This is an optimization exercise on Yosys and OpenROAD, whose aim is a short achievable clock period and few clock cycles, not a production implementation.
RTL that was checked went through simulation tests only; none was proved equivalent to the original.
For run 1, only the layout was checked, not whether the RTL still works.

## flow/design.v (module list and top-level ports; edited modules follow where they fit)
// module mul_stA: 1334 lines
// module mul_stB: 383 lines
// module CHIP: 177 lines
// module rf_read: 7 lines
// module jal_add: 5 lines
// module mul_add: 5 lines
// module ex_stage: 30 lines
module CHIP(clk,
            rst_n,
            mem_wen_D,
            mem_addr_D,
            mem_wdata_D,
            mem_rdata_D,
            mem_addr_I,
            mem_rdata_I);
  // ...
==> flow/flow/run.sh <==
#!/bin/bash
set -euo pipefail
MARGIN=7
sed -E "s/\"\\\$\\{@:-finish\\}\"/SETUP_SLACK_MARGIN=$MARGIN \"\${@:-finish}\"/" standard.sh > my_standard.sh
grep -q "SETUP_SLACK_MARGIN=$MARGIN" my_standard.sh
sed -E "s/\"\\\$\\{@:-finish\\}\"/ADDER_MAP_FILE= \"\${@:-finish}\"/" standard.sh > synth_standard.sh
grep -q "ADDER_MAP_FILE= " synth_standard.sh
bash synth_standard.sh synth > log_synth.txt 2>&1
for t in floorplan place cts route finish; do
  bash my_standard.sh $t > log_$t.txt 2>&1
done
==> flow/standard.sh <==
#!/bin/bash
# synth_recipe.tcl (not shown) runs the flow's synth.tcl, then flattens the netlist and writes it again
# the make line also repeats each setting of config.mk as NAME=value (left out here)
make -C /OpenROAD-flow-scripts/flow DESIGN_CONFIG=/design/flow/config.mk WORK_HOME=/design/flow/orfs CLKGATE_MAP_FILE= SYNTH_SCRIPT=/design/flow/synth_recipe.tcl "${@:-finish}"
==> flow/config.mk <==
export PLATFORM = sky130hd
export DESIGN_NAME = CHIP
export DESIGN_NICKNAME = CHIP
export VERILOG_FILES = /design/flow/design.v
export SDC_FILE = /design/flow/constraint.sdc
export NUM_CORES = 4
export LEC_CHECK = 0
export CAP_MARGIN = 20
export CORE_MARGIN = 2
export CORE_UTILIZATION = 30
export PLACE_DENSITY = 0.45
export SLEW_MARGIN = 20
export SYNTH_HIERARCHICAL = 1
export TNS_END_PERCENT = 10
==> flow/constraint.sdc <==
create_clock -name core_clock -period 10.0 [get_ports {clk}]
set_input_delay 2.0000 -clock core_clock [delete_from_list [all_inputs] [get_ports {clk}]]
set_output_delay 2.0000 -clock core_clock [all_outputs]
set_load 0.01 [all_outputs]
==> flow_summary.rst, run 1 <==
.. list-table::
   :header-rows: 1

   * - Metric
     - Value
   * - Number of buffers created by CTS
     - 210
   * - Endpoint of the lowest-slack register-to-register path
     - PC[10]$_DFF_PN0_
   * - Deepest clock path buffer count
     - 4
   * - Largest register FFs
     - 992
   * - Met3 routed WL
     - 35.7 mm
   * - Overall track demand over capacity in global routing
     - 0.258
   * - Number of I/O port buffers
     - 160
   * - Diode count
     - 20
   * - Clk pin slew, worst setup/hold paths
     - 0.06 ns
   * - Met1 Track Usage GR
     - 0.329
   * - Crit path depth
     - 24
   * - Max-cap violations
     - 1
   * - Share of synthesized cell area in full adder, half adder and majority cells
     - 0.0368
   * - Run status
     - complete, but fails checks
   * - Length of the first detailed-routing pass in iterations
     - 6
   * - Hold crit path type
     - flip-flop to flip-flop
   * - Largest reg by FF count
     - rf
   * - Synthesized net count
     - 11,134
   * - Signal buffers
     - 874
   * - Yosys reg bits
     - 1,698
   * - Most Used Layer, Global Route
     - met2
   * - Top area cells in the synthesized netlist
     - dfrtp_1 24%, mux4_2 8.1%, dfxtp_1 7.8%
   * - Largest family of logic cells by synthesized area
     - compound AO/OA/AOI/OAI gates
   * - Simple logic cell fraction of the synthesized area
     - 0.122
   * - Layout violations
     - capacitance limit
   * - Post-CTS Setup Bufs
     - 278
   * - Seq Cell Count
     - 1,698
   * - Destination of the worst hold path
     - mQ2[0]$_DFF_P_
   * - Most frequent cells in the layout
     - 1,869 x nand2_1, 1,085 x o21ai_0, 1,024 x dfrtp_1, 627 x xnor2_1, 405 x dfxtp_1
   * - Area inside the core boundary
     - 0.353 sq mm
   * - Leading registers by flop count
     - rf (992), mQ (252), mQ2 (64)
   * - Crit. Startpoint
     - e_selB[0]$_DFFE_PN_
   * - Met2 capacity usage during global routing
     - 0.413
   * - Remaining global-route overflow
     - 0
   * - DIE HEIGHT
     - 599 um
   * - Clock period minus final worst setup slack
     - 4.94 ns
   * - Placer Congestion
     - 0.943
   * - Most common library cell in the layout ignoring fill and taps
     - nand2_1
==> module CHIP, before the edit <==
module CHIP(clk,
            rst_n,
            mem_wen_D,
            mem_addr_D,
            mem_wdata_D,
            mem_rdata_D,
            mem_addr_I,
            mem_rdata_I);
    input         clk, rst_n ;
    output        mem_wen_D  ;
    output [31:0] mem_addr_D ;
    output [31:0] mem_wdata_D;
    input  [31:0] mem_rdata_D;
    output [31:0] mem_addr_I ;
    input  [31:0] mem_rdata_I;
    reg  [31:0] PC;
    reg  [31:0] PC_o;                       
    reg         e_valid;
    reg  [31:0] e_a, e_b, e_imm, e_pc, e_link;
    reg  [3:0]  e_selA;                     
    reg  [3:0]  e_selB;                     
    reg  [1:0]  e_selS;                     
    reg  [4:0]  e_rd;
    reg         e_wr, e_load, e_store, e_beq, e_jal, e_jalr, e_mul;
    reg         e_add, e_sub, e_and, e_or, e_slt, e_sll, e_sra;
    localparam MQW = 252;                   
    reg  [MQW-1:0] mQ;
    reg  [63:0] mQ2;
    reg         m_wr, m_load, m_mul, m_ph;
    reg  [4:0]  m_rd;
    reg  [31:0] m_res;
    reg         m_wen;
    reg  [31:0] m_addr, m_wdata;
    reg  [31:0] l_val;
    reg  [31:0] rf [1:31];
    wire [31:0] ins = mem_rdata_I;
    wire [4:0]  opc = ins[6:2];
    wire [2:0]  f3  = ins[14:12];
    wire [4:0]  rs1 = ins[19:15];
    wire [4:0]  rs2 = ins[24:20];
    wire [4:0]  rd  = ins[11:7];
    wire d_R     = (opc == 5'b01100);
    wire d_I     = (opc == 5'b00100);
    wire d_load  = (opc == 5'b00000);
    wire d_store = (opc == 5'b01000);
    wire d_beq   = (opc == 5'b11000);
    wire d_jal   = (opc == 5'b11011);
    wire d_jalr  = (opc == 5'b11001);
    wire d_auipc = (opc == 5'b00101);
    wire d_mul   = d_R & ins[25];
    wire d_use1  = ~(d_jal | d_auipc);
    wire d_use2  = d_R | d_store | d_beq;
    wire d_wr    = (d_R | d_I | d_load | d_jal | d_jalr | d_auipc) & (rd != 5'd0);
    wire d_useimm = ~(d_R | d_beq);
    reg [31:0] d_imm;
    always @(*) begin
        if (d_store)      d_imm = {{20{ins[31]}}, ins[31:25], ins[11:7]};
        else if (d_beq)   d_imm = {{20{ins[31]}}, ins[7], ins[30:25], ins[11:8], 1'b0};
        else if (d_auipc) d_imm = {ins[31:12], 12'b0};
        else              d_imm = {{20{ins[31]}}, ins[31:20]};
    end
    wire [991:0] rf_flat;
    genvar gi;
    generate
        for (gi = 1; gi < 32; gi = gi + 1) begin : g_flat
            assign rf_flat[32*gi-1 -: 32] = rf[gi];
        end
    endgenerate
    wire [31:0] rv1, rv2;
    rf_read rd1(.regs(rf_flat), .sel(rs1), .q(rv1));
    rf_read rd2(.regs(rf_flat), .sel(rs2), .q(rv2));
    wire hE1 = e_valid & e_wr & (e_rd == rs1);
    wire hE2 = e_valid & e_wr & (e_rd == rs2);
    wire hM1 = m_wr & (m_rd == rs1);
    wire hM2 = m_wr & (m_rd == rs2);
    wire load_use = e_valid & (e_load | e_mul) & ((hE1 & d_use1) | (hE2 & d_use2));
    wire [31:0] jal_tgt;
    jal_add jadd(.pc(PC), .ins(ins), .tgt(jal_tgt));
    wire [31:0] a, b, r2, alu, sum, tgt;
    wire        eq;
    ex_stage ex(
        .e_a(e_a), .e_b(e_b), .e_imm(e_imm), .e_pc(e_pc), .e_link(e_link),
        .m_res(m_res), .l_val(l_val),
        .selA(e_selA), .selB(e_selB), .selS(e_selS),
        .op_add(e_add), .op_sub(e_sub), .op_and(e_and), .op_or(e_or), .op_slt(e_slt),
        .op_sll(e_sll), .op_sra(e_sra), .op_link(e_jal | e_jalr), .jalr(e_jalr),
        .a(a), .b(b), .r2(r2), .alu(alu), .sum(sum), .eq(eq), .tgt(tgt));
    wire        m_busy = m_mul & ~m_ph;      
    wire        taken = e_valid & ~m_busy & (e_jalr | (e_beq & eq));
    wire [31:0] mul_p;
    wire [63:0] mul_r;
    wire [MQW-1:0] mul_q;
    mul_stA mulA(.a(a), .b(b), .q(mul_q));
    mul_stB mulB(.q(mQ), .p(mul_r));
    mul_add mulC(.r(mQ2), .p(mul_p));
    wire stall = load_use | m_busy;
    wire [31:0] pc_inc = PC + 32'd4;
    wire        s_t = taken;
    wire        s_h = ~taken & stall;
    wire        s_j = ~taken & ~stall & d_jal;
    wire        s_i = ~taken & ~stall & ~d_jal;
    wire [31:0] pc_nxt = ({32{s_t}} & tgt) | ({32{s_h}} & PC) |
                         ({32{s_j}} & jal_tgt) | ({32{s_i}} & pc_inc);
    wire [31:0] pco_nxt = ({32{s_t}} & tgt) | ({32{s_h}} & PC_o) |
                          ({32{s_j}} & jal_tgt) | ({32{s_i}} & (PC_o + 32'd4));
    wire [31:0] wb = m_load ? mem_rdata_D : m_mul ? mul_p : m_res;
    assign mem_addr_I  = PC_o;
    assign mem_wen_D   = m_wen;
    assign mem_addr_D  = m_addr;
    assign mem_wdata_D = m_wdata;
    always @(posedge clk or negedge rst_n) begin
        if (!rst_n) begin
            PC      <= 32'h00010000;
            PC_o    <= 32'h00010000;
            e_valid <= 1'b0;
            m_wr    <= 1'b0;
            m_wen   <= 1'b0;
            m_mul   <= 1'b0;
            m_ph    <= 1'b0;
        end else begin
            PC      <= pc_nxt;
            PC_o    <= pco_nxt;
            m_ph    <= m_busy;
            if (!m_busy) begin
                e_valid <= ~taken & ~load_use;
                m_wr    <= e_valid & e_wr;
                m_wen   <= e_valid & e_store;
                m_mul   <= e_valid & e_wr & e_mul;
            end
        end
    end
    always @(posedge clk) begin
        if (!m_busy) begin
        e_a    <= rv1;
        e_b    <= rv2;
        e_imm  <= d_imm;
        e_pc   <= PC;
        e_link <= pc_inc;
        e_selA <= d_auipc  ? 4'b0001 : {hE1, ~hE1 & hM1, ~hE1 & ~hM1, 1'b0};
        e_selB <= d_useimm ? 4'b0001 : {hE2, ~hE2 & hM2, ~hE2 & ~hM2, 1'b0};
        e_selS <= {hE2, ~hE2 & hM2};
        e_rd   <= rd;
        e_wr   <= d_wr;
        e_load <= d_load;
        e_store <= d_store;
        e_beq  <= d_beq;
        e_jal  <= d_jal;
        e_jalr <= d_jalr;
        e_mul  <= d_mul;
        e_add  <= ~d_mul & ((d_R & f3 == 3'b000 & ~ins[30]) | (d_I & f3 == 3'b000) | d_auipc);
        e_sub  <= ~d_mul & d_R & f3 == 3'b000 & ins[30];
        e_and  <= ~d_mul & (d_R | d_I) & f3 == 3'b111;
        e_or   <= ~d_mul & (d_R | d_I) & f3 == 3'b110;
        e_slt  <= ~d_mul & (d_R | d_I) & f3 == 3'b010;
        e_sll  <= ~d_mul & (d_R | d_I) & f3 == 3'b001;
        e_sra  <= ~d_mul & (d_R | d_I) & f3 == 3'b101;
        m_rd    <= e_rd;
        m_load  <= e_load;
        l_val   <= wb;
        end
        m_res   <= alu;
        m_addr  <= sum;
        m_wdata <= r2;
        mQ  <= mul_q;
        mQ2 <= mul_r;
    end
    generate
        for (gi = 1; gi < 32; gi = gi + 1) begin : g_rf
            always @(posedge clk or negedge rst_n) begin
                if (!rst_n)
                    rf[gi] <= (gi == 2) ? 32'hbffffff0 : (gi == 3) ? 32'h10008000 : 32'h0;
                else if (m_wr && !m_busy && m_rd == gi)
                    rf[gi] <= wb;
            end
        end
    endgenerate
endmodule
==> module ex_stage, before the edit <==
module ex_stage(e_a, e_b, e_imm, e_pc, e_link, m_res, l_val, selA, selB, selS,
                op_add, op_sub, op_and, op_or, op_slt, op_sll, op_sra, op_link, jalr,
                a, b, r2, alu, sum, eq, tgt);
    input  [31:0] e_a, e_b, e_imm, e_pc, e_link, m_res, l_val;
    input  [3:0]  selA, selB;
    input  [1:0]  selS;
    input         op_add, op_sub, op_and, op_or, op_slt, op_sll, op_sra, op_link, jalr;
    output [31:0] a, b, r2, alu, sum, tgt;
    output        eq;
    assign a  = ({32{selA[3]}} & m_res) | ({32{selA[2]}} & l_val) |
                ({32{selA[1]}} & e_a)   | ({32{selA[0]}} & e_pc);
    assign b  = ({32{selB[3]}} & m_res) | ({32{selB[2]}} & l_val) |
                ({32{selB[1]}} & e_b)   | ({32{selB[0]}} & e_imm);
    assign r2 = ({32{selS[1]}} & m_res) | ({32{selS[0]}} & l_val) |
                ({32{~(selS[1] | selS[0])}} & e_b);
    assign sum = op_sub ? (a - b) : (a + b);
    wire        lt  = $signed(a) < $signed(b);
    wire [31:0] shl = a << b[4:0];
    wire [31:0] shr = $signed(a) >>> b[4:0];
    assign alu = ({32{op_add | op_sub}} & sum) |
                 ({32{op_and}} & (a & b)) |
                 ({32{op_or}}  & (a | b)) |
                 ({32{op_slt}} & {31'd0, lt}) |
                 ({32{op_sll}} & shl) |
                 ({32{op_sra}} & shr) |
                 ({32{op_link}} & e_link);
    assign eq  = (a == b);
    wire [31:0] btgt = e_pc + e_imm;
    assign tgt = ({32{jalr}} & sum) | ({32{~jalr}} & btgt);
endmodule
==> inputs of run 2 (changes only) <==
--- a/flow/design.v
+++ b/flow/design.v
@@ -1734,8 +1734,6 @@
     reg  [31:0] PC_o;                       
     reg         e_valid;
-    reg  [31:0] e_a, e_b, e_imm, e_pc, e_link;
-    reg  [3:0]  e_selA;                     
-    reg  [3:0]  e_selB;                     
-    reg  [1:0]  e_selS;                     
+    reg  [31:0] e_a, e_b, e_r2, e_imm, e_pc, e_link;
+    reg         e_selA, e_selB, e_selS;     
     reg  [4:0]  e_rd;
     reg         e_wr, e_load, e_store, e_beq, e_jal, e_jalr, e_mul;
@@ -1749,6 +1747,7 @@
     reg         m_wen;
     reg  [31:0] m_addr, m_wdata;
-    reg  [31:0] l_val;
     reg  [31:0] rf [1:31];
+    wire [31:0] mul_p;
+    wire [31:0] wb = m_load ? mem_rdata_D : m_mul ? mul_p : m_res;
     wire [31:0] ins = mem_rdata_I;
     wire [4:0]  opc = ins[6:2];
@@ -1792,4 +1791,6 @@
     wire hM2 = m_wr & (m_rd == rs2);
     wire load_use = e_valid & (e_load | e_mul) & ((hE1 & d_use1) | (hE2 & d_use2));
+    wire [31:0] op1 = hM1 ? wb : rv1;
+    wire [31:0] op2 = hM2 ? wb : rv2;
     wire [31:0] jal_tgt;
     jal_add jadd(.pc(PC), .ins(ins), .tgt(jal_tgt));
@@ -1798,5 +1799,5 @@
     ex_stage ex(
         .e_a(e_a), .e_b(e_b), .e_imm(e_imm), .e_pc(e_pc), .e_link(e_link),
-        .m_res(m_res), .l_val(l_val),
+        .e_r2(e_r2), .m_res(m_res),
         .selA(e_selA), .selB(e_selB), .selS(e_selS),
         .op_add(e_add), .op_sub(e_sub), .op_and(e_and), .op_or(e_or), .op_slt(e_slt),
@@ -1805,5 +1806,4 @@
     wire        m_busy = m_mul & ~m_ph;      
     wire        taken = e_valid & ~m_busy & (e_jalr | (e_beq & eq));
-    wire [31:0] mul_p;
     wire [63:0] mul_r;
     wire [MQW-1:0] mul_q;
@@ -1821,5 +1821,4 @@
     wire [31:0] pco_nxt = ({32{s_t}} & tgt) | ({32{s_h}} & PC_o) |
                           ({32{s_j}} & jal_tgt) | ({32{s_i}} & (PC_o + 32'd4));
-    wire [31:0] wb = m_load ? mem_rdata_D : m_mul ? mul_p : m_res;
     assign mem_addr_I  = PC_o;
     assign mem_wen_D   = m_wen;
@@ -1849,12 +1848,13 @@
     always @(posedge clk) begin
         if (!m_busy) begin
-        e_a    <= rv1;
-        e_b    <= rv2;
+        e_a    <= d_auipc ? PC : op1;
+        e_b    <= d_useimm ? d_imm : op2;
+        e_r2   <= op2;
         e_imm  <= d_imm;
         e_pc   <= PC;
         e_link <= pc_inc;
-        e_selA <= d_auipc  ? 4'b0001 : {hE1, ~hE1 & hM1, ~hE1 & ~hM1, 1'b0};
-        e_selB <= d_useimm ? 4'b0001 : {hE2, ~hE2 & hM2, ~hE2 & ~hM2, 1'b0};
-        e_selS <= {hE2, ~hE2 & hM2};
+        e_selA <= ~d_auipc & hE1;
+        e_selB <= ~d_useimm & hE2;
+        e_selS <= hE2;
         e_rd   <= rd;
         e_wr   <= d_wr;
@@ -1874,5 +1874,4 @@
         m_rd    <= e_rd;
         m_load  <= e_load;
-        l_val   <= wb;
         end
         m_res   <= alu;
@@ -1910,19 +1909,15 @@
     assign p = r[31:0] + r[63:32];
 endmodule
-module ex_stage(e_a, e_b, e_imm, e_pc, e_link, m_res, l_val, selA, selB, selS,
+module ex_stage(e_a, e_b, e_r2, e_imm, e_pc, e_link, m_res, selA, selB, selS,
                 op_add, op_sub, op_and, op_or, op_slt, op_sll, op_sra, op_link, jalr,
                 a, b, r2, alu, sum, eq, tgt);
-    input  [31:0] e_a, e_b, e_imm, e_pc, e_link, m_res, l_val;
-    input  [3:0]  selA, selB;
-    input  [1:0]  selS;
+    input  [31:0] e_a, e_b, e_r2, e_imm, e_pc, e_link, m_res;
+    input         selA, selB, selS;
     input         op_add, op_sub, op_and, op_or, op_slt, op_sll, op_sra, op_link, jalr;
     output [31:0] a, b, r2, alu, sum, tgt;
     output        eq;
-    assign a  = ({32{selA[3]}} & m_res) | ({32{selA[2]}} & l_val) |
-                ({32{selA[1]}} & e_a)   | ({32{selA[0]}} & e_pc);
-    assign b  = ({32{selB[3]}} & m_res) | ({32{selB[2]}} & l_val) |
-                ({32{selB[1]}} & e_b)   | ({32{selB[0]}} & e_imm);
-    assign r2 = ({32{selS[1]}} & m_res) | ({32{selS[0]}} & l_val) |
-                ({32{~(selS[1] | selS[0])}} & e_b);
+    assign a  = selA ? m_res : e_a;
+    assign b  = selB ? m_res : e_b;
+    assign r2 = selS ? m_res : e_r2;
     assign sum = op_sub ? (a - b) : (a + b);
     wire        lt  = $signed(a) < $signed(b);
==> run 2 against run 1 <==
The run now finishes clean. Count of clock-buffer cells in the layout shrank 19. Via count grew 0.33%. Wire length shrank 2.2%. Worst setup slack gained 0.42 ns.
==> flow_summary.rst, run 2 <==
.. list-table::
   :header-rows: 1

   * - Metric
     - Value
   * - Crit. Startpoint
     - e_selB$_DFFE_PN_
   * - Finished Layout Cells
     - 16,093
   * - Top-count cell post-synth
     - nand2_1
   * - Crit path max-delay cell type
     - nor4_4
   * - WP data required
     - 10.81 ns
   * - Maximum clock frequency
     - 221 MHz
   * - Floorplan die area
     - 0.364 sq mm
   * - Clk pin slew, worst setup/hold paths
     - 0.07 ns (about the same)
   * - Worst R2R Start
     - e_selB$_DFFE_PN_
   * - Endpoint class of the critical path
     - flip-flop
   * - Yosys top cell by area
     - dfrtp_1
   * - CTS H-Tree Depth
     - 4
   * - Remaining global-route overflow
     - 0 (unchanged)
   * - Yosys warnings
     - 8
   * - Cell area after technology mapping
     - 0.108 sq mm
   * - Share of synthesized area occupied by flip-flops and latches
     - 0.384
   * - Arr. time, crit path
     - 5.34 ns
   * - Vias
     - 90,188
   * - First-pass GRT wire length
     - 658 mm
   * - Hold crit path type
     - flip-flop to flip-flop
   * - Total number of nets in the final design
     - 11,158
   * - Ys async rst share
     - 0.627
   * - Leading registers by flop count
     - rf (992), mQ (252), mQ2 (64)
   * - Routed wirelength normalized by instance count
     - 29.6 um
   * - Gate count of the mapped netlist
     - 11,158
   * - Clock tree from TritonCTS
     - done
   * - Fraction of layout instances using a drive strength above 1
     - 0.220
   * - Area growth, synth to finish
     - 21.7%
   * - Placer Congestion
     - 0.941 (-0.14%)
   * - Synthesized net count
     - 11,224 (+0.81%)
   * - Number of buffers created by CTS
     - 211 (+0.48%)
   * - Worst min-delay path startpoint
     - mQ[0]$_DFF_P_
   * - Routed wire length
     - 477 mm
   * - Later-pin clock latency in the skew report
     - 0.96 ns
   * - Top area cells in the synthesized netlist
     - dfrtp_1 24%, mux4_2 8.0%, dfxtp_1 7.7%
   * - Clk_skew
     - 0.0755 ns
   * - DIE HEIGHT
     - 603 um (+0.65%)
   * - Post-synth EDFFs
     - 218
   * - Largest reg by FF count
     - rf
   * - Post-Route Setup TNS
     - 0 ns
   * - Effective utilization at floorplan
     - 0.301
   * - Number of DRC markers after the initial detailed-route iteration
     - 9,320
   * - Max-Slew Margin vs Limit
     - 0.118
   * - R2r worst-path depth
     - 24
   * - Initial antenna violation count
     - 40
   * - Final HPWL DP
     - 282 mm
   * - Largest driver fanout on the critical path
     - 8
   * - Number of buffers added to fix hold violations after cts
     - 0
   * - Largest register FFs
     - 992 (unchanged)
   * - Worst setup path class
     - flip-flop to flip-flop
   * - Placed Instances
     - 15,112
   * - Setup repair after global routing missed its margin
     - true
   * - DRC Markers
     - 0
   * - Most used DFF post-synth
     - dfrtp_1
   * - Vias per cell
     - 5.60
   * - Boundary Pins
     - 163
   * - Via count of the first global-routing pass
     - 87,629
   * - Area inside the core boundary
     - 0.358 sq mm (+1.6%)
   * - Final Hold Violating Endpoints
     - 0
   * - Largest net degree at the start of global routing
     - 179
   * - Clock Tree Root
     - clkbuf_16
   * - Number of nets with antenna violations after detailed routing
     - 0
   * - Longest individual stage delay on the worst path
     - 0.47 ns
   * - Cell breakdown of the critical path
     - buf_6 > buf_12 > buf_12 > buf_6 > nand2b_4 > buf_12 > buf_6 > buf_6 > o22ai_4 > nor4_4 > nand2_2 > nor3_4 > inv_2 > nor4_4 > a21o_1 > a21o_1 > buf_6 > buf_6 > buf_6 > nor2_4 > buf_12 > buf_16 > a22o_4 > a221o_1
   * - Length of the first detailed-routing pass in iterations
     - 9 (+3)
   * - Clk sink count
     - 1,691
   * - Cell with the most instances on the worst path
     - buf_6
   * - Buffers and inverters on the worst path
     - 13
   * - Slew at the pin closest to its max-slew limit
     - 1.32 ns
   * - Cell family with the largest share of critical-path delay
     - buffers and inverters
   * - Count of different cell masters after synthesis
     - 134
   * - Yosys reg bits
     - 1,691 (-0.41%)
   * - Total of endpoints with negative setup slack in the final report
     - 0
   * - Width of the die
     - 603 um
   * - Most common library cell in the layout ignoring fill and taps
     - nand2_1
   * - Most frequent cells in the layout
     - 1,843 x nand2_1, 1,162 x o21ai_0, 1,029 x dfrtp_1, 630 x xnor2_1, 410 x buf_4
   * - Run status
     - complete, no violations
   * - Overall track demand over capacity in global routing
     - 0.250 (-0.00750)
   * - Max-cap violations
     - 0 (-1)
   * - Crit path depth
     - 24 (unchanged)
   * - Number of I/O port buffers
     - 160 (unchanged)
   * - Instance count along the most critical hold path
     - 0
   * - Deepest clock path buffer count
     - 4 (unchanged)
   * - Max-slew violation count
     - 0
   * - Clock period minus final worst setup slack
     - 4.53 ns (-0.419 ns)
   * - Element type at the critical path start
     - flip-flop
   * - Synth top area share
     - 0.239
   * - Final Cycle Share
     - 0.453
   * - Top cells by instance count after synthesis
     - 1,886 x nand2_1, 1,239 x o21ai_0, 1,030 x dfrtp_1
   * - Synth Area per Inst
     - 9.66 sq um
   * - Site row count
     - 220
[run 2: cell types whose count changed after synthesis, sizes merged, moves of 24 or more]
cell	before	now
and2	220	191
a21o	42	69
inv	167	195
nand2	1926	1892
mux2i	322	367
o21ai	1325	1378
a22oi	204	40
a211o	5	29
a21oi	303	274
mux2	66	156
[run 2: path summary, 6_finish.rpt]
path / end / slack (ns)
min: mQ2[0]$_DFF_P_ / 0.32
max: PC[3]$_DFF_PN0_ / 5.47
max in group asynchronous: PC[28]$_DFF_PN0_ / 6.74
max reg2reg: PC[3]$_DFF_PN0_ / 5.47
min in group asynchronous: rf[21][4]$_DFFE_PN0P_ / 1.12
min reg2reg: mQ2[0]$_DFF_P_ / 0.32
[run 2: stage by stage]
stage / setup slack [ns] / instance area, sq um / hold WS [ns] / util
floorplan: 5.73 / 108000 / 0.400 / -
global placement: 3.10 / 112000 / 0.312 / 0.311
detailed placement: 3.38 / 112000 / 0.313 / 0.312
CTS: 5.64 / 127000 / 0.326 / 0.354
global route: 5.43 / 131000 / 0.337 / 0.366
finish: 5.47 / 131000 / 0.325 / 0.366
[run 2: logic make-up after synthesis]
family          share of synthesized area
mux                                 0.131
other cells                     0.0000348
flops                               0.384
fa+ha+maj                          0.0357
xor+xnor                            0.104
simple gates                        0.119
compound gates                      0.162
buf+inv                            0.0648
[run 2: final cells by class]
cell class | count | area [sq um]
multi-input cells | 8123 | 64800
repair inverters | 5 | 36.3
clock inverters | 84 | 1060
flip-flops and latches | 1691 | 41500
fillers | 35642 | 227000
diodes | 57 | 143
repair buffers | 864 | 10500
well taps | 4773 | 5970
clock buffers | 300 | 6190
inverters | 196 | 940
[run 2: what timing repair did]
action | in CTS | in global routing
setup endpoints to repair | 1673 | 1672
buffers inserted | 291 | 143
pin swaps | 134 | 188
gates resized for setup | 839 | 477
cloned | 74 | 30
[run 2: layer usage]
layer,vias up,track usage,part of all wire
li1,39630,-,-
met1,45362,0.322,0.40
met2,3993,0.391,0.45
met5,-,0,0.00019
met3,1189,0.0470,0.079
met4,14,0.150,0.072
[run 2: per-module statistics from Yosys, one instance, submodules excluded]
module / cell area [sq um] / copies in the design
ex_stage: 10800 / 1
mul_stB: 7870 / 1
rf_read: 8130 / 2
mul_add: 1820 / 1
CHIP: 57200 / 1
mul_stA: 12200 / 1
jal_add: 1570 / 1
Testbench counts of run 2, summed over its fixed seeds: cycles 23,807.
==> inputs of run 3 (changes only) <==
--- a/flow/design.v
+++ b/flow/design.v
@@ -1736,4 +1736,5 @@
     reg  [31:0] e_a, e_b, e_r2, e_imm, e_pc, e_link;
     reg         e_selA, e_selB, e_selS;     
+    reg         e_eq;                       
     reg  [4:0]  e_rd;
     reg         e_wr, e_load, e_store, e_beq, e_jal, e_jalr, e_mul;
@@ -1742,5 +1743,7 @@
     reg  [MQW-1:0] mQ;
     reg  [63:0] mQ2;
-    reg         m_wr, m_load, m_mul, m_ph;
+    reg  [31:0] mres;
+    reg         m_wr, m_load, m_mul;
+    reg  [1:0]  m_ph;
     reg  [4:0]  m_rd;
     reg  [31:0] m_res;
@@ -1749,5 +1752,5 @@
     reg  [31:0] rf [1:31];
     wire [31:0] mul_p;
-    wire [31:0] wb = m_load ? mem_rdata_D : m_mul ? mul_p : m_res;
+    wire [31:0] wb = m_load ? mem_rdata_D : m_mul ? mres : m_res;
     wire [31:0] ins = mem_rdata_I;
     wire [4:0]  opc = ins[6:2];
@@ -1795,14 +1798,14 @@
     wire [31:0] jal_tgt;
     jal_add jadd(.pc(PC), .ins(ins), .tgt(jal_tgt));
-    wire [31:0] a, b, r2, alu, sum, tgt;
+    wire [31:0] a, b, r2, alu, addr, tgt;
     wire        eq;
     ex_stage ex(
         .e_a(e_a), .e_b(e_b), .e_imm(e_imm), .e_pc(e_pc), .e_link(e_link),
-        .e_r2(e_r2), .m_res(m_res),
+        .e_r2(e_r2), .e_eq(e_eq), .m_res(m_res),
         .selA(e_selA), .selB(e_selB), .selS(e_selS),
         .op_add(e_add), .op_sub(e_sub), .op_and(e_and), .op_or(e_or), .op_slt(e_slt),
         .op_sll(e_sll), .op_sra(e_sra), .op_link(e_jal | e_jalr), .jalr(e_jalr),
-        .a(a), .b(b), .r2(r2), .alu(alu), .sum(sum), .eq(eq), .tgt(tgt));
-    wire        m_busy = m_mul & ~m_ph;      
+        .a(a), .b(b), .r2(r2), .alu(alu), .addr(addr), .eq(eq), .tgt(tgt));
+    wire        m_busy = m_mul & ~m_ph[1];   
     wire        taken = e_valid & ~m_busy & (e_jalr | (e_beq & eq));
     wire [63:0] mul_r;
@@ -1833,9 +1836,9 @@
             m_wen   <= 1'b0;
             m_mul   <= 1'b0;
-            m_ph    <= 1'b0;
+            m_ph    <= 2'd0;
         end else begin
             PC      <= pc_nxt;
             PC_o    <= pco_nxt;
-            m_ph    <= m_busy;
+            m_ph    <= m_busy ? m_ph + 2'd1 : 2'd0;
             if (!m_busy) begin
                 e_valid <= ~taken & ~load_use;
@@ -1851,4 +1854,5 @@
         e_b    <= d_useimm ? d_imm : op2;
         e_r2   <= op2;
+        e_eq   <= (op1 == op2);
         e_imm  <= d_imm;
         e_pc   <= PC;
@@ -1876,8 +1880,9 @@
         end
         m_res   <= alu;
-        m_addr  <= sum;
+        m_addr  <= addr;
         m_wdata <= r2;
         mQ  <= mul_q;
         mQ2 <= mul_r;
+        mres <= mul_p;
     end
     generate
@@ -1909,16 +1914,19 @@
     assign p = r[31:0] + r[63:32];
 endmodule
-module ex_stage(e_a, e_b, e_r2, e_imm, e_pc, e_link, m_res, selA, selB, selS,
+module ex_stage(e_a, e_b, e_r2, e_eq, e_imm, e_pc, e_link, m_res, selA, selB, selS,
                 op_add, op_sub, op_and, op_or, op_slt, op_sll, op_sra, op_link, jalr,
-                a, b, r2, alu, sum, eq, tgt);
+                a, b, r2, alu, addr, eq, tgt);
     input  [31:0] e_a, e_b, e_r2, e_imm, e_pc, e_link, m_res;
-    input         selA, selB, selS;
+    input         selA, selB, selS, e_eq;
     input         op_add, op_sub, op_and, op_or, op_slt, op_sll, op_sra, op_link, jalr;
-    output [31:0] a, b, r2, alu, sum, tgt;
+    output [31:0] a, b, r2, alu, addr, tgt;
     output        eq;
     assign a  = selA ? m_res : e_a;
     assign b  = selB ? m_res : e_b;
     assign r2 = selS ? m_res : e_r2;
-    assign sum = op_sub ? (a - b) : (a + b);
+    wire [31:0] sum = op_sub ? (a - b) : (a + b);
+    wire [31:0] addr_m = m_res + e_imm;
+    wire [31:0] addr_e = e_a + e_imm;
+    assign addr = selA ? addr_m : addr_e;
     wire        lt  = $signed(a) < $signed(b);
     wire [31:0] shl = a << b[4:0];
@@ -1931,6 +1939,8 @@
                  ({32{op_sra}} & shr) |
                  ({32{op_link}} & e_link);
-    assign eq  = (a == b);
+    wire eq_a = (m_res == e_r2);            
+    wire eq_b = (e_a == m_res);             
+    assign eq = selA ? (selS | eq_a) : selS ? eq_b : e_eq;
     wire [31:0] btgt = e_pc + e_imm;
-    assign tgt = ({32{jalr}} & sum) | ({32{~jalr}} & btgt);
+    assign tgt = ({32{jalr}} & addr) | ({32{~jalr}} & btgt);
 endmodule
==> flow/flow/run.sh (replaced) <==
#!/bin/bash
# The standard ORFS layout (standard.sh) with these changes:
#  - synthesis leaves adders to ABC instead of mapping full/half-adder cells first
#    (ADDER_MAP_FILE empty); registers, names and the synthesis script are unchanged;
#  - port buffers are plain buffers (buf_4) rather than the delay cell buffer_ports picks.
# The SDC and every other step are the standard ones. Each make target logs to its own file.
set -euo pipefail
EXTRA='SETUP_SLACK_MARGIN=7 MATCH_CELL_FOOTPRINT=0 "BUFFER_PORTS_ARGS=-buffer_cell sky130_fd_sc_hd__buf_4"'
sed -E "s/\"\\\$\\{@:-finish\\}\"/$EXTRA \"\${@:-finish}\"/" standard.sh > my_standard.sh
grep -q "SETUP_SLACK_MARGIN=7 MATCH_CELL_FOOTPRINT=0" my_standard.sh
sed -E "s/\"\\\$\\{@:-finish\\}\"/ADDER_MAP_FILE= \"\${@:-finish}\"/" standard.sh > synth_standard.sh
grep -q "ADDER_MAP_FILE= " synth_standard.sh
bash synth_standard.sh synth > log_synth.txt 2>&1
for t in floorplan place cts route finish; do
  bash my_standard.sh $t > log_$t.txt 2>&1
done
--- a/flow/config.mk
+++ b/flow/config.mk
@@ -6,5 +6,5 @@
 export NUM_CORES = 4
 export LEC_CHECK = 0
-export CAP_MARGIN = 20
+export CAP_MARGIN = 30
 export CORE_MARGIN = 2
 export CORE_UTILIZATION = 30
==> run 3 against run 2 <==
Non-clock buffer count increased by 284. Sequential share of layout area decreased by 1.2 points. Count of clock-buffer cells in the layout increased by 7. First-iteration DRC count increased by 5.1%. Register-to-register slack improved by 0.07 ns. Highest routed layer unchanged.
==> flow_summary.rst, run 3 <==
.. list-table::
   :header-rows: 1

   * - Metric
     - Value
   * - Run status
     - complete, no violations
   * - Buffers and inverters on the worst path
     - 4 (-9)
   * - Worst R2R Start
     - e_selA$_DFFE_PN_
   * - Yosys top cell by area
     - dfrtp_1
   * - Clk_skew
     - 0.0644 ns (-0.0110 ns)
   * - Count of different cell masters after synthesis
     - 144 (+7.5%)
   * - Cell breakdown of the critical path
     - buf_16 > buf_12 > buf_16 > buf_12 > mux4_2 > a22o_1 > o21ai_2 > o31ai_2 > o21ai_0 > a211o_2 > nand4b_4 > or4_4 > nor4_2
   * - Crit path max-delay cell type
     - mux4_2
   * - Number of nets with antenna violations after detailed routing
     - 0 (unchanged)
   * - Clock tree from TritonCTS
     - done
   * - Final Hold Violating Endpoints
     - 0 (unchanged)
   * - Synth Area per Inst
     - 9.60 sq um (-0.62%)
   * - Max-Slew Margin vs Limit
     - 0.165 (+0.0474)
   * - R2r worst-path depth
     - 23 (-4.2%)
   * - Yosys reg bits
     - 1,725 (+2.0%)
   * - Largest register FFs
     - 992 (unchanged)
   * - Hold_ws
     - 0.327 ns (+0.00255 ns)
   * - Site row count
     - 223 (+1.4%)
   * - Total of endpoints with negative setup slack in the final report
     - 0 (unchanged)
   * - Instance count along the most critical hold path
     - 0 (unchanged)
   * - Area inside the core boundary
     - 0.370 sq mm (+3.2%)
   * - Yosys warnings
     - 8 (unchanged)
   * - Endpoint class of the critical path
     - flip-flop
   * - Most used DFF post-synth
     - dfrtp_1
   * - Register-to-register path setup slack
     - 5.54 ns (+0.07 ns)
   * - Remaining global-route overflow
     - 0 (unchanged)
   * - Endpoint of the lowest-slack register-to-register path
     - m_res[31]$_DFF_P_
   * - DRC Markers
     - 0 (unchanged)
   * - Boundary Pins
     - 163 (unchanged)
   * - Effective utilization at floorplan
     - 0.302 (+0.00114)
   * - Post-Route Setup TNS
     - 0 ns (unchanged)
   * - Max-slew violation count
     - 0 (unchanged)
   * - Setup repair after global routing missed its margin
     - true
   * - Width of the die
     - 614 um (+1.7%)
   * - Most frequent cells in the layout
     - 1,863 x nand2_1, 1,126 x o21ai_0, 1,024 x dfrtp_1, 695 x buf_4, 667 x xnor2_1
   * - Largest net degree at the start of global routing
     - 164 (-8.4%)
   * - CTS H-Tree Depth
     - 4 (unchanged)
   * - Maximum clock frequency
     - 222 MHz (+0.61%)
   * - Clock Tree Root
     - clkbuf_16
   * - Routed wire length
     - 511 mm (+7.2%)
   * - Max-cap violations
     - 0 (unchanged)
   * - Vias
     - 95,090 (+5.4%)
   * - Longest individual stage delay on the worst path
     - 0.49 ns (+0.02 ns)
   * - DIE HEIGHT
     - 614 um (+1.7%)
   * - Placer Congestion
     - 0.976 (+3.7%)
   * - Synth top area share
     - 0.231 (-0.00796)
   * - Clock period minus final worst setup slack
     - 4.50 ns (-0.0272 ns)
   * - Fraction of the core area covered by cells at the end of the flow
     - 0.375 (+0.00888)
   * - Worst setup path class
     - primary input to flip-flop
   * - Slew at the pin closest to its max-slew limit
     - 1.25 ns (-0.0710 ns)
   * - WP data required
     - 10.72 ns (-0.09 ns)
   * - Destination of the worst hold path
     - mQ2[0]$_DFF_P_
   * - Most common library cell in the layout ignoring fill and taps
     - nand2_1
   * - Top cells by instance count after synthesis
     - 1,926 x nand2_1, 1,320 x o21ai_0, 1,031 x dfrtp_1
   * - Number of buffers created by CTS
     - 206 (-2.4%)
   * - Fraction of layout instances using a drive strength above 1
     - 0.261 (+0.0412)
   * - Clk pin slew, worst setup/hold paths
     - 0.06 ns (about the same)
   * - Clk sink count
     - 1,725 (+2.0%)
   * - Deepest clock path buffer count
     - 4 (unchanged)
   * - Synthesized net count
     - 11,691 (+4.2%)
   * - Length of the first detailed-routing pass in iterations
     - 6 (-3)
   * - Initial antenna violation count
     - 37 (-7.5%)
   * - Worst min-delay path startpoint
     - mQ[0]$_DFF_P_
   * - Hold crit path type
     - flip-flop to flip-flop
   * - Post-synth EDFFs
     - 219 (+0.46%)
   * - Element type at the critical path start
     - primary input
   * - Cell family with the largest share of critical-path delay
     - compound AO/OA/AOI/OAI gates
   * - Top-count cell post-synth
     - nand2_1
   * - First-pass GRT wire length
     - 706 mm (+7.3%)
   * - Ys async rst share
     - 0.616 (-0.0118)
   * - Largest reg by FF count
     - rf
   * - Area growth, synth to finish
     - 24.2%
   * - Overall track demand over capacity in global routing
     - 0.262 (+0.0117)
   * - Number of I/O port buffers
     - 160 (unchanged)
   * - Via count of the first global-routing pass
     - 91,943 (+4.9%)
   * - Top area cells in the synthesized netlist
     - dfrtp_1 23%, dfxtp_1 8.0%, mux4_2 7.8%
   * - Largest driver fanout on the critical path
     - 13 (+5)
   * - Routed wirelength normalized by instance count
     - 30.2 um (+2.0%)
   * - Later-pin clock latency in the skew report
     - 0.93 ns (-0.03 ns)
   * - Cell area after technology mapping
     - 0.112 sq mm (+3.5%)
   * - Number of buffers added to fix hold violations after cts
     - 0 (unchanged)
   * - Vias per cell
     - 5.62 (+0.36%)
   * - Floorplan die area
     - 0.377 sq mm (+3.5%)
   * - Share of synthesized area occupied by flip-flops and latches
     - 0.377 (-0.00691)
   * - Number of DRC markers after the initial detailed-route iteration
     - 9,797 (+5.1%)
   * - Final HPWL DP
     - 317 mm (+12%)
   * - Total number of nets in the final design
     - 11,836 (+6.1%)
   * - Arr. time, crit path
     - 5.22 ns (-0.12 ns)
   * - Final Cycle Share
     - 0.450 (-0.00272)
   * - Gate count of the mapped netlist
     - 11,625 (+4.2%)
   * - Leading registers by flop count
     - rf (992), mQ (252), mQ2 (64)
## run 3: logic make-up after synthesis
logic type | Yosys count | synth area share
xor gates and xnor gates | 1239 | 0.110
other | 1 | 0.0000336
AOI/OAI and AO/OA | 2915 | 0.166
adders and majority gates | 393 | 0.0355
and+or+nand+nor | 3117 | 0.124
muxes | 875 | 0.126
DFF | 1725 | 0.377
buffers and inverters | 1360 | 0.0622
## run 3: routing by layer
layer | up-vias | track usage | part of all wire
met5 | - | 0 | 0.00013
met4 | 8 | 0.166 | 0.075
met3 | 1254 | 0.0468 | 0.076
met2 | 4276 | 0.417 | 0.45
met1 | 47830 | 0.328 | 0.40
li1 | 41722 | - | -
## run 3: layout make-up
type	count	area (sq um)
well taps	4950	6190
diodes	20	50.0
repair inverters	2	16.3
multi-input cells	8545	68800
inverters	142	866
fillers	36421	231000
clock inverters	68	759
clock buffers	307	6050
flip-flops and latches	1725	42100
repair buffers	1148	13800
## run 3: repair_timing
item                        CTS  global route
pin swaps                   282           247
gates cloned                103            15
resized for setup          1300           520
setup endpoints to repair  2031          1663
buffers inserted            424           194
## run 3: per-module statistics from Yosys, one instance, submodules excluded
| module | cell area [sq um] | copies in the design | flip-flops and latches | cells inside |
|---|---|---|---|---|
| jal_add | 1570 | 1 | 0 | 239 |
| CHIP | 58700 | 1 | 1725 | 5065 |
| mul_stB | 7870 | 1 | 0 | 842 |
| ex_stage | 13100 | 1 | 0 | 2058 |
| rf_read | 8130 | 2 | 0 | 688 |
| mul_add | 1820 | 1 | 0 | 243 |
| mul_stA | 12200 | 1 | 0 | 1802 |
## run 3: per-stage QoR
stage	instance area [sq um]	setup WS (ns)	instances
floorplan	112000	4.76	11625
global placement	115000	3.43	15738
detailed placement	116000	3.44	15766
CTS	134000	5.61	16668
global route	139000	5.48	16898
finish	139000	5.50	16907
## run 3: worst max-delay path by stage
stage                 startpoint              endpoint  slack (ns)  depth (start not counted)
3_3_place_gp     mem_rdata_I[20]        e_eq$_DFFE_PN_        3.43                         11
4_1_cts          mem_rdata_I[20]        e_eq$_DFFE_PN_        5.61                         12
2_1_floorplan  m_mul$_DFFE_PN0N_  rf[8][0]$_DFFE_PN0P_        4.76                          9
6_report         mem_rdata_I[15]        e_eq$_DFFE_PN_        5.50                         13
3_5_place_dp     mem_rdata_I[20]        e_eq$_DFFE_PN_        3.44                         11
5_1_grt         e_selA$_DFFE_PN_      PC[31]$_DFF_PN0_        5.48                         22
## run 3: worst register-to-register path: cells and delay by family (launching register included)
kind / cells / cell delay [ns]
AO/OA/AOI/OAI: 9 / 1.86
buffers and inverters: 11 / 1.61
flip-flops: 1 / 0.39
multiplexers: 2 / 0.29
XOR/XNOR: 1 / 0.15
Testbench counts of run 3, summed over its fixed seeds: cycles 24,307.
==> inputs of run 4 (changes only) <==
--- a/flow/design.v
+++ b/flow/design.v
@@ -1823,5 +1823,5 @@
                          ({32{s_j}} & jal_tgt) | ({32{s_i}} & pc_inc);
     wire [31:0] pco_nxt = ({32{s_t}} & tgt) | ({32{s_h}} & PC_o) |
-                          ({32{s_j}} & jal_tgt) | ({32{s_i}} & (PC_o + 32'd4));
+                          ({32{s_j}} & jal_tgt) | ({32{s_i}} & pc_inc);
     assign mem_addr_I  = PC_o;
     assign mem_wen_D   = m_wen;
@@ -1925,5 +1925,11 @@
     assign b  = selB ? m_res : e_b;
     assign r2 = selS ? m_res : e_r2;
-    wire [31:0] sum = op_sub ? (a - b) : (a + b);
+    wire [31:0] bx_e = op_sub ? ~e_b : e_b;
+    wire [31:0] bx_m = op_sub ? ~m_res : m_res;
+    wire [31:0] s_ee = e_a + bx_e + {31'd0, op_sub};
+    wire [31:0] s_me = m_res + bx_e + {31'd0, op_sub};
+    wire [31:0] s_em = e_a + bx_m + {31'd0, op_sub};
+    wire [31:0] s_mm = m_res + bx_m + {31'd0, op_sub};
+    wire [31:0] sum = selA ? (selB ? s_mm : s_me) : (selB ? s_em : s_ee);
     wire [31:0] addr_m = m_res + e_imm;
     wire [31:0] addr_e = e_a + e_imm;
==> run 4 against run 3 <==
First-iteration DRC count is 4.9% higher. Count of clock-buffer cells in the layout is 8 higher. Sequential share of layout area is 1.1 points lower. Clock skew is 0.063 ns higher. Via count is 6.5% higher. Synthesized cell count is 11% higher. Non-clock buffer count is 76 lower. Fmax is 2.5% higher. Worst setup slack better by 0.11 ns. Synthesized area is 6.3% higher. Register-to-register slack better by 0.20 ns. Largest cell class unchanged.
==> flow_summary.rst, run 4 <==
.. list-table::
   :header-rows: 1

   * - Metric
     - Value
   * - Number of buffers created by CTS
     - 218 (+5.8%)
   * - Clock period minus final worst setup slack
     - 4.39 ns (-0.108 ns)
   * - R2r worst-path depth
     - 17 (-26%)
   * - Endpoint of the lowest-slack register-to-register path
     - PC_o[21]$_DFF_PN0_
   * - Site row count
     - 230 (+3.1%)
   * - Vias per cell
     - 5.54 (-1.5%)
   * - Run status
     - complete, no violations
   * - DRC Markers
     - 0 (unchanged)
   * - First-pass GRT wire length
     - 746 mm (+5.6%)
   * - Length of the first detailed-routing pass in iterations
     - 7 (+1)
   * - Most used DFF post-synth
     - dfrtp_1
   * - Combined area of the multi-input logic cells
     - 0.0747 sq mm (+8.7%)
   * - Synthesized net count
     - 12,939 (+11%)
   * - Element type at the critical path start
     - primary input
   * - Maximum clock frequency
     - 228 MHz (+2.5%)
   * - Sequential cell area
     - 0.0421 sq mm (about the same)
   * - Post-Route Setup TNS
     - 0 ns (unchanged)
   * - Post-synth EDFFs
     - 219 (unchanged)
   * - Max-Slew Margin vs Limit
     - 0.193 (+0.0275)
   * - Boundary Pins
     - 163 (unchanged)
   * - Register-to-register path setup slack
     - 5.74 ns (+0.20 ns)
   * - Setup repair after global routing missed its margin
     - true
   * - Clock Tree Root
     - clkbuf_16
   * - Destination of the worst hold path
     - mQ2[1]$_DFF_P_
   * - Number of nets with antenna violations after detailed routing
     - 0 (unchanged)
   * - Clk_skew
     - 0.127 ns (+0.0628 ns)
   * - Max-cap violations
     - 0 (unchanged)
   * - Later-pin clock latency in the skew report
     - 1.00 ns (+0.07 ns)
   * - Largest net degree at the start of global routing
     - 152 (-7.3%)
   * - Deepest clock path buffer count
     - 4 (unchanged)
   * - Finished Layout Cells
     - 18,267 (+8.0%)
   * - Max-slew violation count
     - 0 (unchanged)
   * - Fraction of the core area covered by cells at the end of the flow
     - 0.366 (-0.00870)
   * - Clk pin slew, worst setup/hold paths
     - 0.07 ns (about the same)
   * - Most common library cell in the layout ignoring fill and taps
     - nand2_1
   * - Total number of nets in the final design
     - 12,858 (+8.6%)
   * - Filler cell count
     - 39,761 (+9.2%)
   * - Instance count along the most critical hold path
     - 0 (unchanged)
   * - Final Hold Violating Endpoints
     - 0 (unchanged)
   * - Final Cycle Share
     - 0.439 (-0.0108)
   * - Gate count of the mapped netlist
     - 12,873 (+11%)
   * - Number of I/O port buffers
     - 160 (unchanged)
   * - Vias
     - 101,247 (+6.5%)
   * - Endpoint class of the critical path
     - flip-flop
   * - Placed Instances
     - 17,188 (+9.0%)
   * - Hold crit path type
     - flip-flop to flip-flop
   * - Floorplan die area
     - 0.400 sq mm (+6.3%)
   * - Routed wire length
     - 537 mm (+5.1%)
   * - Number of buffers added to fix hold violations after cts
     - 0 (unchanged)
   * - Largest driver fanout on the critical path
     - 14 (+1)
   * - Slew at the pin closest to its max-slew limit
     - 1.21 ns (-0.0457 ns)
   * - Clock tree from TritonCTS
     - done
   * - Width of the die
     - 633 um (+3.1%)
   * - Yosys warnings
     - 8 (unchanged)
   * - Effective utilization at floorplan
     - 0.302 (about the same)
   * - Leading registers by flop count
     - rf (992), mQ (252), mQ2 (64)
   * - Arr. time, crit path
     - 5.26 ns (+0.04 ns)
   * - Yosys reg bits
     - 1,725 (unchanged)
   * - Count of different cell masters after synthesis
     - 131 (-9.0%)
   * - Yosys top cell by area
     - dfrtp_1
   * - Routed wirelength normalized by instance count
     - 29.4 um (-2.7%)
   * - Largest reg by FF count
     - rf
   * - CTS H-Tree Depth
     - 4 (unchanged)
   * - Overall track demand over capacity in global routing
     - 0.259 (-0.00291)
   * - Via count of the first global-routing pass
     - 95,847 (+4.2%)
   * - Share of synthesized area occupied by flip-flops and latches
     - 0.355 (-0.0224)
   * - Remaining global-route overflow
     - 0 (unchanged)
   * - Most frequent cells in the layout
     - 1,964 x nand2_1, 1,304 x o21ai_0, 1,031 x dfrtp_1, 800 x xnor2_1, 720 x buf_4
   * - Fraction of layout instances using a drive strength above 1
     - 0.224 (-0.0368)
   * - Number of DRC markers after the initial detailed-route iteration
     - 10,273 (+4.9%)
   * - Placer Congestion
     - 0.980 (+0.42%)
   * - Cell area after technology mapping
     - 0.119 sq mm (+6.3%)
   * - Ys async rst share
     - 0.616 (unchanged)
   * - Clk sink count
     - 1,725 (unchanged)
   * - Top-count cell post-synth
     - nand2_1
   * - Area inside the core boundary
     - 0.393 sq mm (+6.3%)
   * - Final HPWL DP
     - 334 mm (+5.4%)
   * - Hold_ws
     - 0.320 ns (-0.00725 ns)
   * - Synth top area share
     - 0.218 (-0.0137)
   * - Initial antenna violation count
     - 48 (+30%)
   * - Worst R2R Start
     - e_selA$_DFFE_PN_
   * - Area growth, synth to finish
     - 21.3%
   * - Worst setup path class
     - primary input to flip-flop
   * - Largest register FFs
     - 992 (unchanged)
   * - Synth Area per Inst
     - 9.21 sq um (-4.0%)
   * - Worst min-delay path startpoint
     - mQ[1]$_DFF_P_
   * - Top cells by instance count after synthesis
     - 2,003 x nand2_1, 1,392 x o21ai_0, 1,031 x dfrtp_1
   * - Top area cells in the synthesized netlist
     - dfrtp_1 22%, dfxtp_1 7.5%, mux4_2 7.3%
   * - Total of endpoints with negative setup slack in the final report
     - 0 (unchanged)
   * - DIE HEIGHT
     - 633 um (+3.1%)
   * - WP data required
     - 10.87 ns (+0.15 ns)
==> run 4: cell types whose count changed in the layout (fill, tap and decap cells not counted), moves of 38 or more <==
| cell | previous run | this run |
|---|---|---|
| nand3_1 | 67 | 110 |
| o21ai_0 | 1126 | 1304 |
| xor2_1 | 349 | 452 |
| diode_2 | 20 | 81 |
| nor2_1 | 362 | 499 |
| mux2i_1 | 228 | 272 |
| xnor2_2 | 69 | 31 |
| a211oi_1 | 108 | 146 |
| nand2b_1 | 9 | 55 |
| o21ai_1 | 169 | 74 |
| a21oi_1 | 209 | 342 |
| nand2_1 | 1863 | 1964 |
| xnor2_1 | 667 | 800 |
==> run 4: worst max-delay path by stage <==
stage / slack, ns / startpoint / depth (start not counted) / to
CTS: 5.73 / mem_rdata_I[20] / 12 / e_eq$_DFFE_PN_
finish: 5.61 / mem_rdata_I[15] / 12 / e_eq$_DFFE_PN_
global route: 5.66 / mem_rdata_I[15] / 12 / e_eq$_DFFE_PN_
detailed placement: 3.31 / mem_rdata_I[20] / 12 / e_eq$_DFFE_PN_
floorplan: 5.33 / mem_rdata_I[15] / 12 / e_eq$_DFFE_PN_
global placement: 3.07 / mem_rdata_I[15] / 11 / e_eq$_DFFE_PN_
==> run 4: repair_timing <==
item | CTS | global route
setup endpoints to repair | 1890 | 2130
buffers inserted | 383 | 121
resized for setup | 1185 | 288
pin swaps | 292 | 187
cloned | 86 | 10
==> run 4: metrics by stage <==
step	area [sq um]	setup slack, ns
after floorplan	119000	5.33
after global placement	123000	3.07
after detailed placement	123000	3.31
after CTS	141000	5.73
after global routing	144000	5.66
final	144000	5.61
==> run 4: Yosys stat by module, one instance, submodules excluded <==
module	flip-flops and latches	cell area, sq um	times used
mul_stB	0	7870	1
jal_add	0	1570	1
CHIP	1725	58100	1
mul_add	0	1820	1
mul_stA	0	12200	1
rf_read	0	8130	2
ex_stage	0	20800	1
==> run 4: routing by layer <==
metal / global-route usage / part of all wire / vias up
met5: 0 / 0.00019 / -
met3: 0.0476 / 0.075 / 1123
met2: 0.405 / 0.45 / 3998
li1: - / - / 45724
met4: 0.165 / 0.074 / 14
met1: 0.330 / 0.41 / 50388
==> run 4: cell families (layout without fill, tap and decap cells) <==
logic type / after synthesis / in the layout / synth area share
DFF: 1725 / 1725 / 0.355
other: 1 / 82 / 0.0000316
AOI/OAI and AO/OA: 3371 / 3371 / 0.180
xor gates and xnor gates: 1425 / 1425 / 0.117
muxes: 907 / 909 / 0.119
and+or+nand+nor: 3532 / 3542 / 0.133
adders and majority gates: 380 / 380 / 0.0323
buffers and inverters: 1532 / 1613 / 0.0640
==> run 4: area by class of cell <==
class                           count  area share
Antenna cell                       81     0.00141
Clock buffer                      315      0.0451
Clock inverter                     79     0.00712
Inverter                          147     0.00481
Multi-Input combinational cell   9628       0.519
Sequential cell                  1725       0.292
Tap cell                         5220      0.0454
Timing Repair Buffer             1072      0.0846
==> run 4: worst max-delay path, stage by stage <==
cell and delay, ns:
clkbuf_16 0.20, buf_4 0.16, buf_16 0.16, mux4_2 0.36
mux2i_1 0.10, and2_1 0.24, o31ai_2 0.47, o21ai_0 0.30
o211a_1 0.18, or4b_4 0.51, nor4_4 0.30, and4_1 0.23
Testbench counts of run 4, summed over its fixed seeds: cycles 24,307.
==> inputs of run 5 (changes only) <==
--- a/flow/design.v
+++ b/flow/design.v
@@ -1736,5 +1736,4 @@
     reg  [31:0] e_a, e_b, e_r2, e_imm, e_pc, e_link;
     reg         e_selA, e_selB, e_selS;     
-    reg         e_eq;                       
     reg  [4:0]  e_rd;
     reg         e_wr, e_load, e_store, e_beq, e_jal, e_jalr, e_mul;
@@ -1802,5 +1801,5 @@
     ex_stage ex(
         .e_a(e_a), .e_b(e_b), .e_imm(e_imm), .e_pc(e_pc), .e_link(e_link),
-        .e_r2(e_r2), .e_eq(e_eq), .m_res(m_res),
+        .e_r2(e_r2), .m_res(m_res),
         .selA(e_selA), .selB(e_selB), .selS(e_selS),
         .op_add(e_add), .op_sub(e_sub), .op_and(e_and), .op_or(e_or), .op_slt(e_slt),
@@ -1854,5 +1853,4 @@
         e_b    <= d_useimm ? d_imm : op2;
         e_r2   <= op2;
-        e_eq   <= (op1 == op2);
         e_imm  <= d_imm;
         e_pc   <= PC;
@@ -1914,9 +1912,9 @@
     assign p = r[31:0] + r[63:32];
 endmodule
-module ex_stage(e_a, e_b, e_r2, e_eq, e_imm, e_pc, e_link, m_res, selA, selB, selS,
+module ex_stage(e_a, e_b, e_r2, e_imm, e_pc, e_link, m_res, selA, selB, selS,
                 op_add, op_sub, op_and, op_or, op_slt, op_sll, op_sra, op_link, jalr,
                 a, b, r2, alu, addr, eq, tgt);
     input  [31:0] e_a, e_b, e_r2, e_imm, e_pc, e_link, m_res;
-    input         selA, selB, selS, e_eq;
+    input         selA, selB, selS;
     input         op_add, op_sub, op_and, op_or, op_slt, op_sll, op_sra, op_link, jalr;
     output [31:0] a, b, r2, alu, addr, tgt;
@@ -1931,8 +1929,9 @@
     wire [31:0] s_em = e_a + bx_m + {31'd0, op_sub};
     wire [31:0] s_mm = m_res + bx_m + {31'd0, op_sub};
-    wire [31:0] sum = selA ? (selB ? s_mm : s_me) : (selB ? s_em : s_ee);
+    wire [31:0] sum = ({32{ selA &  selB}} & s_mm) | ({32{ selA & ~selB}} & s_me) |
+                      ({32{~selA &  selB}} & s_em) | ({32{~selA & ~selB}} & s_ee);
     wire [31:0] addr_m = m_res + e_imm;
     wire [31:0] addr_e = e_a + e_imm;
-    assign addr = selA ? addr_m : addr_e;
+    assign addr = ({32{selA}} & addr_m) | ({32{~selA}} & addr_e);
     wire        lt  = $signed(a) < $signed(b);
     wire [31:0] shl = a << b[4:0];
@@ -1947,5 +1946,6 @@
     wire eq_a = (m_res == e_r2);            
     wire eq_b = (e_a == m_res);             
-    assign eq = selA ? (selS | eq_a) : selS ? eq_b : e_eq;
+    wire eq_e = (e_a == e_r2);              
+    assign eq = (selA & (selS | eq_a)) | (~selA & selS & eq_b) | (~selA & ~selS & eq_e);
     wire [31:0] btgt = e_pc + e_imm;
     assign tgt = ({32{jalr}} & addr) | ({32{~jalr}} & btgt);
--- a/flow/flow/run.sh
+++ b/flow/flow/run.sh
@@ -6,7 +6,7 @@
 # The SDC and every other step are the standard ones. Each make target logs to its own file.
 set -euo pipefail
-EXTRA='SETUP_SLACK_MARGIN=7 MATCH_CELL_FOOTPRINT=0 "BUFFER_PORTS_ARGS=-buffer_cell sky130_fd_sc_hd__buf_4"'
+EXTRA='SETUP_SLACK_MARGIN=6.4 MATCH_CELL_FOOTPRINT=0 "BUFFER_PORTS_ARGS=-buffer_cell sky130_fd_sc_hd__buf_4"'
 sed -E "s/\"\\\$\\{@:-finish\\}\"/$EXTRA \"\${@:-finish}\"/" standard.sh > my_standard.sh
-grep -q "SETUP_SLACK_MARGIN=7 MATCH_CELL_FOOTPRINT=0" my_standard.sh
+grep -q "SETUP_SLACK_MARGIN=6.4 MATCH_CELL_FOOTPRINT=0" my_standard.sh
 sed -E "s/\"\\\$\\{@:-finish\\}\"/ADDER_MAP_FILE= \"\${@:-finish}\"/" standard.sh > synth_standard.sh
 grep -q "ADDER_MAP_FILE= " synth_standard.sh
--- a/flow/config.mk
+++ b/flow/config.mk
@@ -12,3 +12,2 @@
 export SLEW_MARGIN = 20
 export SYNTH_HIERARCHICAL = 1
-export TNS_END_PERCENT = 10
==> run 5 against run 4 <==
Still clean on timing, DRC and antenna. First-iteration DRC count fell by 2.4%. Critical path depth grew 4. Synthesized cell count increased by 0.63%. Worst setup slack better by 0.072 ns. Worst hold slack improved by 0.0086 ns. Register-to-register slack lost 0.06 ns. Die area rose by 0.36%.
==> flow_summary.rst, run 5 <==
.. list-table::
   :header-rows: 1

   * - Metric
     - Value
   * - Run status
     - complete, no violations
   * - Boundary Pins
     - 163 (unchanged)
   * - Final HPWL DP
     - 314 mm (-5.8%)
   * - Fraction of layout instances using a drive strength above 1
     - 0.228 (+0.00323)
   * - Site row count
     - 231 (+0.43%)
   * - Yosys reg bits
     - 1,724 (-0.058%)
   * - Width of the die
     - 634 um (+0.18%)
   * - Top area cells in the synthesized netlist
     - dfrtp_1 22%, dfxtp_1 7.5%, mux4_2 7.3%
   * - Synth Area per Inst
     - 9.19 sq um (-0.26%)
   * - Synthesized net count
     - 13,020 (+0.63%)
   * - Cell area after technology mapping
     - 0.119 sq mm (+0.36%)
   * - Most used DFF post-synth
     - dfrtp_1
   * - Number of buffers added to fix hold violations after cts
     - 0 (unchanged)
   * - Endpoint class of the critical path
     - flip-flop
   * - Setup repair after global routing missed its margin
     - true
   * - Clock period minus final worst setup slack
     - 4.32 ns (-0.0721 ns)
   * - Number of buffers created by CTS
     - 212 (-2.8%)
   * - Floorplan die area
     - 0.402 sq mm (+0.36%)
   * - Gate count of the mapped netlist
     - 12,954 (+0.63%)
   * - Instance count along the most critical hold path
     - 0 (unchanged)
   * - Clk pin slew, worst setup/hold paths
     - 0.07 ns (about the same)
   * - Share of synthesized area occupied by flip-flops and latches
     - 0.353 (-0.00154)
   * - Most frequent cells in the layout
     - 2,041 x nand2_1, 1,099 x o21ai_0, 1,025 x dfrtp_1, 886 x xnor2_1, 727 x buf_4
   * - Largest net degree at the start of global routing
     - 164 (+7.9%)
   * - Number of I/O port buffers
     - 160 (unchanged)
   * - Worst R2R Start
     - e_pc[8]$_DFFE_PN_
   * - Count of different cell masters after synthesis
     - 131 (unchanged)
   * - Number of DRC markers after the initial detailed-route iteration
     - 10,024 (-2.4%)
   * - Largest driver fanout on the critical path
     - 5 (-9)
   * - Clk_skew
     - 0.185 ns (+0.0580 ns)
   * - R2r worst-path depth
     - 16 (-1)
   * - Max-slew violation count
     - 0 (unchanged)
   * - Routed wirelength normalized by instance count
     - 28.0 um (-4.9%)
[run 5: cell types whose count changed after synthesis, moves of 30 or more]
cell      before   now
a21boi_0     100    66
mux2_2       184   154
inv_1        131   194
xnor2_1      841   936
mux2i_1      328   372
o21ai_0     1392  1360
nor2_1       533   466
xor2_1       484   536
a211oi_1     167   119
nand2_1     2003  2113
buf_1         73   119
or2_2         61    27
[run 5: final cells by class]
| type | count | area (sq um) |
|---|---|---|
| fill | 39990 | 251000 |
| multi-input combinational | 9620 | 75200 |
| sequential | 1724 | 42100 |
| timing repair buffer | 1116 | 12600 |
| tap | 5242 | 6560 |
| clock buffer | 295 | 6150 |
| clock inverter | 88 | 988 |
| inverter | 206 | 902 |
| antenna | 15 | 37.5 |
| timing repair inverter | 1 | 7.51 |
[run 5: through the flow]
stage           util  setup slack [ns]  hold WS [ns]
2_1_floorplan      -              4.85         0.395
3_3_place_gp   0.310              3.90         0.312
3_5_place_dp   0.311              3.92         0.312
4_1_cts        0.352              5.70         0.329
5_1_grt        0.365              5.54         0.336
6_report       0.365              5.68         0.329
[run 5: timing repair]
item / 4_1_cts / 5_1_grt
cloned: 72 / 31
resized for setup: 947 / 550
pin swaps: 214 / 288
setup buffers: 369 / 211
endpoints found under the hold margin: 0 / 0
setup endpoints to repair: 534 / 366
[run 5: worst max-delay path, cell delays in order (launching register included)]
cell and delay, ns:
edfxtp_1 0.49, a31oi_2 0.25, o22ai_1 0.12, a211o_1 0.36
a211oi_2 0.25, o211ai_1 0.26, o21bai_1 0.26, inv_1 0.07
maj3_2 0.31, maj3_2 0.31, maj3_2 0.30, xor2_1 0.14
mux2i_1 0.22, xnor2_2 0.14, a22o_1 0.28, a21o_1 0.16
a311o_1 0.27
[run 5: how the worst max path moves through the flow]
stage | startpoint | to | slack [ns] | depth (start not counted)
2_1_floorplan | m_mul$_DFFE_PN0N_ | PC[24]$_DFF_PN0_ | 4.85 | 8
3_3_place_gp | mem_rdata_I[20] | e_b[18]$_DFFE_PN_ | 3.90 | 10
3_5_place_dp | mem_rdata_I[20] | e_b[18]$_DFFE_PN_ | 3.92 | 10
4_1_cts | e_imm[0]$_DFFE_PN_ | PC[24]$_DFF_PN0_ | 5.70 | 16
5_1_grt | e_pc[8]$_DFFE_PN_ | PC_o[24]$_DFF_PN0_ | 5.54 | 16
6_report | e_pc[8]$_DFFE_PN_ | PC[24]$_DFF_PN0_ | 5.68 | 16
[run 5: layer usage]
layer	GRT usage	vias to the layer above	routed length, um
met2	0.392	3703	233000
li1	-	45679	-
met3	0.0376	921	35200
met4	0.122	8	29300
met5	0	-	51
met1	0.318	50131	215000
[run 5: cell families (layout without fill, tap and decap cells)]
family	Yosys count	in the layout	synth area share
buffers and inverters	1615	1706	0.0662
DFF	1724	1724	0.353
other	1	16	0.0000315
adders and majority gates	392	392	0.0331
muxes	911	911	0.119
xor gates and xnor gates	1571	1571	0.127
AOI/OAI and AO/OA	3220	3220	0.171
and+or+nand+nor	3520	3525	0.131
[run 5: modules after synthesis (local to each module, per instance)]
module / copies in the design / flops+latches / cells inside / cell area [sq um]
CHIP: 1 / 1724 / 4831 / 57100
ex_stage: 1 / 0 / 3621 / 22200
jal_add: 1 / 0 / 239 / 1570
mul_add: 1 / 0 / 243 / 1820
mul_stA: 1 / 0 / 1802 / 12200
mul_stB: 1 / 0 / 842 / 7870
rf_read: 2 / 0 / 688 / 8130
Testbench counts of run 5, summed over its fixed seeds: cycles 24,307.

static timing again, ports no longer ideal:
The results above use ideal ports. As a check the final layouts listed here were re-extracted and re-timed, cells and wires unchanged. Step 1 sets driving cells, clkbuf_16 on the clock port and buf_2 on the other inputs (assumed; they add their load-dependent delay and slew). Step 2 moves the port delays by t, midway between the first and last clock arrival at a register: inputs arrive t later, outputs are due t later. That takes back most of the time a late clock gives input paths. Slacks: ideal ports / drivers / drivers and shift; pairs: ideal ports / drivers.
| run | t (ns) | setup slack, ns | latest minus earliest clock arrival (ns) | worst register clock-pin slew, ns | pins driven straight from the clock port |
|---|---|---|---|---|---|
| run 1 | 1.011 | 5.056 / 5.056 / 4.353 | 0.112 / 0.112 | 0.07 / 0.07 | 1 |
| run 2 | 1.018 | 5.475 / 5.475 / 4.568 | 0.079 / 0.079 | 0.07 / 0.07 | 1 |
| run 3 | 1.006 | 5.502 / 5.199 / 4.193 | 0.068 / 0.068 | 0.08 / 0.08 | 1 |
| run 4 | 1.060 | 5.610 / 5.166 / 4.106 | 0.133 / 0.133 | 0.08 / 0.08 | 1 |
| run 5 | 1.032 | 5.682 / 5.638 / 4.606 | 0.199 / 0.200 | 0.07 / 0.07 | 1 |
The setup slack of run 4, which loses most, moves by -0.444 ns with the drivers and by -1.504 ns with both steps.
